This is an optimization exercise on Yosys and OpenROAD, whose aim is small area, a short achievable clock period and few clock cycles, not a production implementation. Function was checked by simulation only, so behaviour that the tests miss may differ from the original.

==> job 7955: inputs <==
==> flow/design.v <==
`timescale 1ns / 1ps
module Proccessor(
    input         clk,
    input         reset,
    output [31:0] imem_addr,
    input  [31:0] imem_rdata,
    output [31:0] dmem_addr,
    output [31:0] dmem_wdata,
    output [3:0]  dmem_wstrb,
    input  [31:0] dmem_rdata
);
    reg  [4:0]  rd;                  
    reg  [2:0]  f3;                  
    reg         c_sra;               
    reg  [31:0] a;                   
    reg  [31:0] b;                   
    reg  [4:0]  sa;                  
    reg  [31:0] addr;                
    reg  [31:1] bt;                  
    reg  [31:2] pc4;                 
    reg         c_sub, c_alu, c_load, c_auipc;
    reg         c_wr, c_take, c_jalr;    
    reg  [3:0]  wstrb;                   
    reg         started;             
    wire [31:0] next_pc = ~started ? 32'b0 :
                          c_take  ? {bt, 1'b0} :
                          c_jalr  ? {addr[31:1], 1'b0} : {pc4, 2'b00};
    assign imem_addr = next_pc;
    wire [31:0] fw = imem_rdata;
    wire [4:0]  f_opc = fw[6:2];
    wire [2:0]  f_f3  = fw[14:12];
    wire [4:0]  f_rs1 = fw[19:15];
    wire [4:0]  f_rs2 = fw[24:20];
    wire [4:0]  f_rd  = fw[11:7];
    wire f_lui   = f_opc == 5'b01101;
    wire f_auipc = f_opc == 5'b00101;
    wire f_jal   = f_opc == 5'b11011;
    wire f_jalr  = f_opc == 5'b11001;
    wire f_br    = f_opc == 5'b11000;
    wire f_load  = f_opc == 5'b00000;
    wire f_store = f_opc == 5'b01000;
    wire f_opi   = f_opc == 5'b00100;
    wire f_opr   = f_opc == 5'b01100;
    wire f_alu   = f_opi | f_opr | f_lui;
    wire f_wr    = (f_alu | f_load | f_auipc | f_jal | f_jalr) & (f_rd != 5'd0);
    wire f_arith = f_opi | f_opr;
    wire f_sub   = (f_arith & (f_f3 == 3'b010 || f_f3 == 3'b011)) |
                   (f_opr & f_f3 == 3'b000 & fw[30]);
    wire [31:0] f_imm_i = {{21{fw[31]}}, fw[30:20]};
    wire [31:0] f_imm_s = {{21{fw[31]}}, fw[30:25], fw[11:7]};
    wire [31:0] f_imm_b = {{20{fw[31]}}, fw[7], fw[30:25], fw[11:8], 1'b0};
    wire [31:0] f_imm_u = {fw[31:12], 12'b0};
    wire [31:0] f_imm_j = {{12{fw[31]}}, fw[19:12], fw[20], fw[30:21], 1'b0};
    wire [31:0] wb;
    wire [31:0] rfq [0:31];
    assign rfq[0] = 32'b0;
    genvar gi;
    generate
        for (gi = 1; gi < 32; gi = gi + 1) begin : g_rf
            reg [31:0] r;
            always @(posedge clk)
                if (c_wr && rd == gi) r <= wb;
            assign rfq[gi] = r;
        end
    endgenerate
    wire [31:0] r1 = (c_wr && rd == f_rs1) ? wb : rfq[f_rs1];
    wire [31:0] r2 = (c_wr && rd == f_rs2) ? wb : rfq[f_rs2];
    wire [31:0] f_b    = f_opr ? r2 : f_lui ? f_imm_u : f_imm_i;
    wire [31:0] f_bx   = f_sub ? ~f_b : f_b;
    wire [31:0] f_sd   = f_f3[1] ? r2 : f_f3[0] ? {2{r2[15:0]}} : {4{r2[7:0]}};
    wire [31:0] f_addr = r1 + (f_store ? f_imm_s : f_imm_i);
    wire [31:0] f_bimm = f_jal ? f_imm_j : (f_br ? f_imm_b : f_imm_u);
    wire [31:1] f_bt   = next_pc[31:1] + f_bimm[31:1];
    wire [31:2] f_pc4  = next_pc[31:2] + 30'd1;
    wire [31:0] cg0 = r1 & ~r2;
    wire [31:0] cl0 = ~r1 & r2;
    wire [15:0] cg1, cl1;
    wire [7:0]  cg2, cl2;
    wire [3:0]  cg3, cl3;
    wire [1:0]  cg4, cl4;
    generate
        for (gi = 0; gi < 16; gi = gi + 1) begin : g_c1
            assign cg1[gi] = cg0[2*gi+1] | ~cl0[2*gi+1] & cg0[2*gi];
            assign cl1[gi] = cl0[2*gi+1] | ~cg0[2*gi+1] & cl0[2*gi];
        end
        for (gi = 0; gi < 8; gi = gi + 1) begin : g_c2
            assign cg2[gi] = cg1[2*gi+1] | ~cl1[2*gi+1] & cg1[2*gi];
            assign cl2[gi] = cl1[2*gi+1] | ~cg1[2*gi+1] & cl1[2*gi];
        end
        for (gi = 0; gi < 4; gi = gi + 1) begin : g_c3
            assign cg3[gi] = cg2[2*gi+1] | ~cl2[2*gi+1] & cg2[2*gi];
            assign cl3[gi] = cl2[2*gi+1] | ~cg2[2*gi+1] & cl2[2*gi];
        end
        for (gi = 0; gi < 2; gi = gi + 1) begin : g_c4
            assign cg4[gi] = cg3[2*gi+1] | ~cl3[2*gi+1] & cg3[2*gi];
            assign cl4[gi] = cl3[2*gi+1] | ~cg3[2*gi+1] & cl3[2*gi];
        end
    endgenerate
    wire gt_u = cg4[1] | ~cl4[1] & cg4[0];
    wire lt_u = cl4[1] | ~cg4[1] & cl4[0];
    wire eq   = ~(gt_u | lt_u);
    wire lt_s = (r1[31] ^ r2[31]) ? r1[31] : lt_u;
    wire f_cond = f_f3[2] ? ((f_f3[1] ? lt_u : lt_s) ^ f_f3[0]) : (eq ^ f_f3[0]);
    wire f_take = f_jal | (f_br & f_cond);
    wire [3:0] f_mask = f_f3[1] ? 4'b1111 :
                        f_f3[0] ? (f_addr[1] ? 4'b1100 : 4'b0011) :
                                  (4'b0001 << f_addr[1:0]);
    always @(posedge clk) begin
        rd      <= f_rd;
        f3      <= f_lui ? 3'b000 : f_f3;
        c_sra   <= fw[30];
        a       <= f_lui ? 32'b0 : r1;
        b       <= f_store ? f_sd : f_bx;
        sa      <= f_b[4:0];
        addr    <= f_addr;
        bt      <= f_bt;
        pc4     <= f_pc4;
        c_sub   <= f_sub;
        c_alu   <= f_alu;
        c_load  <= f_load;
        c_auipc <= f_auipc;
    end
    always @(posedge clk or posedge reset)
        if (reset) begin
            started <= 1'b0;
            c_wr    <= 1'b0;
            c_take  <= 1'b0;
            c_jalr  <= 1'b0;
            wstrb   <= 4'b0000;
        end else begin
            started <= 1'b1;
            c_wr    <= f_wr;
            c_take  <= f_take;
            c_jalr  <= f_jalr;
            wstrb   <= f_store ? f_mask : 4'b0000;
        end
    wire [33:0] sum_x = {1'b0, a, 1'b1} + {1'b0, b, c_sub};
    wire [32:0] sum = sum_x[33:1];
    wire s_lt_u = ~sum[32];
    wire s_lt_s = (a[31] == b[31]) ? a[31] : s_lt_u;
    wire        shl = ~f3[2];
    wire [31:0] a_rev;
    wire [31:0] sh_r;
    wire [31:0] sh_rev;
    generate
        for (gi = 0; gi < 32; gi = gi + 1) begin : g_rev
            assign a_rev[gi]  = a[31 - gi];
            assign sh_rev[gi] = sh_r[31 - gi];
        end
    endgenerate
    wire [31:0] sh_in = shl ? a_rev : a;
    wire        sh_fill = c_sra & a[31] & ~shl;
    wire [32:0] sh_full = $signed({sh_fill, sh_in}) >>> sa;
    assign sh_r = sh_full[31:0];
    wire [31:0] sh_res = shl ? sh_rev : sh_r;
    reg [31:0] alu_res;
    always @(*) begin
        case (f3)
            3'b000: alu_res = sum[31:0];
            3'b001: alu_res = sh_res;
            3'b010: alu_res = {31'b0, s_lt_s};
            3'b011: alu_res = {31'b0, s_lt_u};
            3'b100: alu_res = a ^ b;
            3'b101: alu_res = sh_res;
            3'b110: alu_res = a | b;
            default: alu_res = a & b;
        endcase
    end
    assign dmem_addr  = addr;
    assign dmem_wdata = b;
    assign dmem_wstrb = wstrb;
    wire [1:0]  lo  = addr[1:0];
    wire [31:0] rsh = dmem_rdata >> {lo, 3'b000};
    wire [31:0] ld = f3[1] ? dmem_rdata :
                     f3[0] ? {{16{rsh[15] & ~f3[2]}}, rsh[15:0]} :
                             {{24{rsh[7] & ~f3[2]}}, rsh[7:0]};
    assign wb = c_alu   ? alu_res :
                c_load  ? ld :
                c_auipc ? {bt, 1'b0} : {pc4, 2'b00};
endmodule
==> flow/flow/run.sh <==
#!/bin/bash
# Own layout flow: the standard synthesis and layout (standard.sh), with
# the timing repair steps asked to leave extra setup slack. The SDC, clock
# period and every other step are unchanged.
set -euo pipefail
bash standard.sh synth > run_synth.log 2>&1
bash standard.sh SETUP_SLACK_MARGIN=11 finish > run_layout.log 2>&1
==> flow/standard.sh <==
#!/bin/bash
# synth_recipe.tcl (not shown) runs the flow's synth.tcl, then flattens the netlist and writes it again
# the make line also repeats each setting of config.mk as NAME=value (left out here)
make -C /OpenROAD-flow-scripts/flow DESIGN_CONFIG=/design/flow/config.mk WORK_HOME=/design/flow/orfs CLKGATE_MAP_FILE= SYNTH_SCRIPT=/design/flow/synth_recipe.tcl "${@:-finish}"
==> flow/config.mk <==
export PLATFORM = sky130hd
export DESIGN_NAME = Proccessor
export DESIGN_NICKNAME = Proccessor
export VERILOG_FILES = /design/flow/design.v
export SDC_FILE = /design/flow/constraint.sdc
export NUM_CORES = 4
export LEC_CHECK = 0
export ABC_AREA = 1
export CAP_MARGIN = 20
export CORE_MARGIN = 2
export CORE_UTILIZATION = 50
export PLACE_DENSITY = 0.6
export SLEW_MARGIN = 20
==> flow/constraint.sdc <==
create_clock -name core_clock -period 18.0 [get_ports {clk}]
set_input_delay 3.6000 -clock core_clock [delete_from_list [all_inputs] [get_ports {clk}]]
set_output_delay 3.6000 -clock core_clock [all_outputs]
set_load 0.01 [all_outputs]
==> job 604: changes against job 7955 <==
==> flow/design.v, changed modules only <==
module Proccessor(
    input         clk,
    input         reset,
    output [31:0] imem_addr,
    input  [31:0] imem_rdata,
    output [31:0] dmem_addr,
    output [31:0] dmem_wdata,
    output [3:0]  dmem_wstrb,
    input  [31:0] dmem_rdata
);
    reg  [4:0]  rd;                  
    reg  [2:0]  f3;                  
    reg         c_sra;               
    reg  [31:0] a;                   
    reg  [31:0] b;                   
    reg  [4:0]  sa;                  
    reg  [11:0] addr_lo;
    reg         addr_inc, addr_dec;
    reg  [15:1] bt_lo;
    reg  [31:16] bt_hi0, bt_hi1;
    reg         bt_c;
    reg  [31:2] pc4;                 
    reg  [3:0]  cmp_g, cmp_l;
    reg         s1_neg, s_diff;
    reg         c_sub, c_alu, c_lui, c_load, c_auipc;
    reg         c_wr, c_jal, c_br, c_jalr;    
    reg  [3:0]  wstrb;                   
    reg         started;             
    wire [31:12] a_inc = a[31:12] + 20'd1;
    wire [31:12] a_dec = a[31:12] - 20'd1;
    wire [31:12] addr_hi = addr_inc ? a_inc : addr_dec ? a_dec : a[31:12];
    wire [31:0]  addr = {addr_hi, addr_lo};
    wire [31:1]  bt = {bt_c ? bt_hi1 : bt_hi0, bt_lo};
    wire cg_hi = cmp_g[3] | ~cmp_l[3] & cmp_g[2];
    wire cl_hi = cmp_l[3] | ~cmp_g[3] & cmp_l[2];
    wire cg_lo = cmp_g[1] | ~cmp_l[1] & cmp_g[0];
    wire cl_lo = cmp_l[1] | ~cmp_g[1] & cmp_l[0];
    wire e_gt_u = cg_hi | ~cl_hi & cg_lo;
    wire e_lt_u = cl_hi | ~cg_hi & cl_lo;
    wire e_eq   = ~(e_gt_u | e_lt_u);
    wire e_lt_s = s_diff ? s1_neg : e_lt_u;
    wire cond = f3[2] ? ((f3[1] ? e_lt_u : e_lt_s) ^ f3[0]) : (e_eq ^ f3[0]);
    wire take = c_jal | (c_br & cond);
    wire        sel_j = c_jalr & started;
    wire        sel_s = ~c_jalr & started & ~take;
    wire [31:0] next_pc = ({32{sel_j}} & {addr[31:1], 1'b0}) |
                          ({32{take}}  & {bt, 1'b0}) |
                          ({32{sel_s}} & {pc4, 2'b00});
    assign imem_addr = next_pc;
    wire [31:0] fw = imem_rdata;
    wire [4:0]  f_opc = fw[6:2];
    wire [2:0]  f_f3  = fw[14:12];
    wire [4:0]  f_rs1 = fw[19:15];
    wire [4:0]  f_rs2 = fw[24:20];
    wire [4:0]  f_rd  = fw[11:7];
    wire f_lui   = f_opc == 5'b01101;
    wire f_auipc = f_opc == 5'b00101;
    wire f_jal   = f_opc == 5'b11011;
    wire f_jalr  = f_opc == 5'b11001;
    wire f_br    = f_opc == 5'b11000;
    wire f_load  = f_opc == 5'b00000;
    wire f_store = f_opc == 5'b01000;
    wire f_opi   = f_opc == 5'b00100;
    wire f_opr   = f_opc == 5'b01100;
    wire f_alu   = f_opi | f_opr;
    wire f_wr    = (f_alu | f_lui | f_load | f_auipc | f_jal | f_jalr) & (f_rd != 5'd0);
    wire f_sub   = (f_alu & (f_f3 == 3'b010 || f_f3 == 3'b011)) |
                   (f_opr & f_f3 == 3'b000 & fw[30]);
    wire [31:0] f_imm_i = {{21{fw[31]}}, fw[30:20]};
    wire [31:0] f_imm_s = {{21{fw[31]}}, fw[30:25], fw[11:7]};
    wire [31:0] f_imm_b = {{20{fw[31]}}, fw[7], fw[30:25], fw[11:8], 1'b0};
    wire [31:0] f_imm_u = {fw[31:12], 12'b0};
    wire [31:0] f_imm_j = {{12{fw[31]}}, fw[19:12], fw[20], fw[30:21], 1'b0};
    wire [31:0] wb;
    wire [31:0] rfq [0:31];
    assign rfq[0] = 32'b0;
    genvar gi;
    generate
        for (gi = 1; gi < 32; gi = gi + 1) begin : g_rf
            reg [31:0] r;
            always @(posedge clk)
                if (c_wr && rd == gi) r <= wb;
            assign rfq[gi] = r;
        end
    endgenerate
    wire [31:0] r1 = (c_wr && rd == f_rs1) ? wb : rfq[f_rs1];
    wire [31:0] r2 = (c_wr && rd == f_rs2) ? wb : rfq[f_rs2];
    wire [31:0] f_b    = (f_opr | f_store) ? r2 : f_lui ? f_imm_u : f_imm_i;
    wire [11:0] f_ofs    = f_store ? f_imm_s[11:0] : f_imm_i[11:0];
    wire [12:0] f_addr_l = {1'b0, r1[11:0]} + {1'b0, f_ofs};
    wire [1:0]  f_lo     = f_addr_l[1:0];
    wire [31:0] f_bimm = f_jal ? f_imm_j : (f_br ? f_imm_b : f_imm_u);
    wire [16:1]  f_bt_l  = {1'b0, next_pc[15:1]} + {1'b0, f_bimm[15:1]};
    wire [31:16] f_bt_h0 = next_pc[31:16] + f_bimm[31:16];
    wire [31:16] f_bt_h1 = next_pc[31:16] + f_bimm[31:16] + 16'd1;
    wire [31:2] f_pc4  = next_pc[31:2] + 30'd1;
    wire [31:0] cg0 = r1 & ~r2;
    wire [31:0] cl0 = ~r1 & r2;
    wire [15:0] cg1, cl1;
    wire [7:0]  cg2, cl2;
    wire [3:0]  cg3, cl3;
    generate
        for (gi = 0; gi < 16; gi = gi + 1) begin : g_c1
            assign cg1[gi] = cg0[2*gi+1] | ~cl0[2*gi+1] & cg0[2*gi];
            assign cl1[gi] = cl0[2*gi+1] | ~cg0[2*gi+1] & cl0[2*gi];
        end
        for (gi = 0; gi < 8; gi = gi + 1) begin : g_c2
            assign cg2[gi] = cg1[2*gi+1] | ~cl1[2*gi+1] & cg1[2*gi];
            assign cl2[gi] = cl1[2*gi+1] | ~cg1[2*gi+1] & cl1[2*gi];
        end
        for (gi = 0; gi < 4; gi = gi + 1) begin : g_c3
            assign cg3[gi] = cg2[2*gi+1] | ~cl2[2*gi+1] & cg2[2*gi];
            assign cl3[gi] = cl2[2*gi+1] | ~cg2[2*gi+1] & cl2[2*gi];
        end
    endgenerate
    wire [3:0] f_mask = f_f3[1] ? 4'b1111 :
                        f_f3[0] ? (f_lo[1] ? 4'b1100 : 4'b0011) :
                                  (4'b0001 << f_lo);
    always @(posedge clk) begin
        rd      <= f_rd;
        f3      <= f_f3;
        c_sra   <= fw[30];
        a       <= r1;
        b       <= f_b;
        sa      <= f_b[4:0];
        addr_lo <= f_addr_l[11:0];
        addr_inc <= f_addr_l[12] & ~f_ofs[11];
        addr_dec <= ~f_addr_l[12] & f_ofs[11];
        bt_lo   <= f_bt_l[15:1];
        bt_c    <= f_bt_l[16];
        bt_hi0  <= f_bt_h0;
        bt_hi1  <= f_bt_h1;
        pc4     <= f_pc4;
        cmp_g   <= cg3;
        cmp_l   <= cl3;
        s1_neg  <= r1[31];
        s_diff  <= r1[31] ^ r2[31];
        c_sub   <= f_sub;
        c_alu   <= f_alu;
        c_lui   <= f_lui;
        c_load  <= f_load;
        c_auipc <= f_auipc;
    end
    always @(posedge clk or posedge reset)
        if (reset) begin
            started <= 1'b0;
            c_wr    <= 1'b0;
            c_jal   <= 1'b0;
            c_br    <= 1'b0;
            c_jalr  <= 1'b0;
            wstrb   <= 4'b0000;
        end else begin
            started <= 1'b1;
            c_wr    <= f_wr;
            c_jal   <= f_jal;
            c_br    <= f_br;
            c_jalr  <= f_jalr;
            wstrb   <= f_store ? f_mask : 4'b0000;
        end
    wire [31:0] bx = c_sub ? ~b : b;
    wire [33:0] sum_x = {1'b0, a, 1'b1} + {1'b0, bx, c_sub};
    wire [32:0] sum = sum_x[33:1];
    wire s_lt_u = ~sum[32];
    wire s_lt_s = (a[31] == bx[31]) ? a[31] : s_lt_u;
    wire        shl = ~f3[2];
    wire [31:0] a_rev;
    wire [31:0] sh_r;
    wire [31:0] sh_rev;
    generate
        for (gi = 0; gi < 32; gi = gi + 1) begin : g_rev
            assign a_rev[gi]  = a[31 - gi];
            assign sh_rev[gi] = sh_r[31 - gi];
        end
    endgenerate
    wire [31:0] sh_in = shl ? a_rev : a;
    wire        sh_fill = c_sra & a[31] & ~shl;
    wire [32:0] sh_full = $signed({sh_fill, sh_in}) >>> sa;
    assign sh_r = sh_full[31:0];
    wire [31:0] sh_res = shl ? sh_rev : sh_r;
    reg [31:0] alu_res;
    always @(*) begin
        case (f3)
            3'b000: alu_res = sum[31:0];
            3'b001: alu_res = sh_res;
            3'b010: alu_res = {31'b0, s_lt_s};
            3'b011: alu_res = {31'b0, s_lt_u};
            3'b100: alu_res = a ^ b;
            3'b101: alu_res = sh_res;
            3'b110: alu_res = a | b;
            default: alu_res = a & b;
        endcase
    end
    assign dmem_addr  = addr;
    assign dmem_wdata = f3[1] ? b : f3[0] ? {2{b[15:0]}} : {4{b[7:0]}};
    assign dmem_wstrb = wstrb;
    wire [1:0]  lo  = addr[1:0];
    wire [31:0] rsh = dmem_rdata >> {lo, 3'b000};
    wire [31:0] ld = f3[1] ? dmem_rdata :
                     f3[0] ? {{16{rsh[15] & ~f3[2]}}, rsh[15:0]} :
                             {{24{rsh[7] & ~f3[2]}}, rsh[7:0]};
    assign wb = c_alu   ? alu_res :
                c_lui   ? b :
                c_load  ? ld :
                c_auipc ? {bt, 1'b0} : {pc4, 2'b00};
endmodule
==> flow/flow/run.sh (replaced) <==
#!/bin/bash
# Own layout flow: the standard synthesis and layout (standard.sh), with
# the timing repair steps asked to leave extra setup slack, and the port
# buffers made with buf_4 cells rather than the default choice. The SDC,
# clock period and every other step are unchanged.
set -euo pipefail
bash standard.sh synth > run_synth.log 2>&1
bash standard.sh SETUP_SLACK_MARGIN=11 "BUFFER_PORTS_ARGS=-buffer_cell sky130_fd_sc_hd__buf_4" finish > run_layout.log 2>&1
CORE_UTILIZATION = 48   (was 50)
CTS_BUF_LIST = sky130_fd_sc_hd__clkbuf_8   (was unset)
CTS_CLUSTER_SIZE = 30   (was unset)
PLACE_DENSITY = 0.58   (was 0.6)
==> summary of the runs <==
Flip-flop and latch count: job 7955 is lower than job 604 (5). Between job 7955 and job 604, the lower die area is in job 7955 (gap about 2.5%, measured against job 604). Between job 7955 and job 604, the lower clock skew is in job 7955 (gap 19 ps). In job 7955 the hold slack is worse than in job 604, by 54 ps. Between job 7955 and job 604, the lower sequential share of layout area is in job 7955 (gap 3.4 points). In job 7955 the synthesized cell count is larger than in job 604, by about 6%. Between job 7955 and job 604, the lower critical path depth is in job 604 (gap 12). Between job 604 and job 7955, the lower worst setup slack is in job 7955 (gap 540 ps). Against job 7955, the area after synthesis of job 604 is smaller by 1.5%. Against job 7955, the first-iteration DRC count of job 604 is lower by about 26%.
Testbench counts of job 7955, summed over its fixed seeds: cycles 50,846.
Testbench counts of job 604, summed over its fixed seeds: cycles 50,846.

## afterwards: timing with drivers on the ports
Ports are ideal in the flow. The routed layouts listed here were re-timed in OpenROAD.
Step 1, drivers: a clkbuf_16 drives clk and a buf_2 each remaining input, both assumed.
Step 2 also shifts input and output timing later by t, the mid clock arrival at the registers, as if the neighbouring blocks saw the same clock.
Slacks: no drivers / after step 1 / after step 2; pairs: no drivers / after step 1.
| run | t (ns) | setup slack, ns | latest minus earliest clock arrival (ns) | worst register clock-pin slew, ns | worst data-port slew with drivers (ns) |
|---|---|---|---|---|---|
| job 7955 | 0.881 | 10.224 / 10.244 / 9.364 | 0.057 / 0.057 | 0.08 / 0.08 | 0.07 |
| job 604 | 1.020 | 10.767 / 10.830 / 9.809 | 0.066 / 0.067 | 0.07 / 0.07 | 0.09 |
After both steps every run listed still meets setup and hold. For job 604, which loses most, drivers alone change the setup slack by +0.063 ns; drivers and shift together by -0.958 ns.
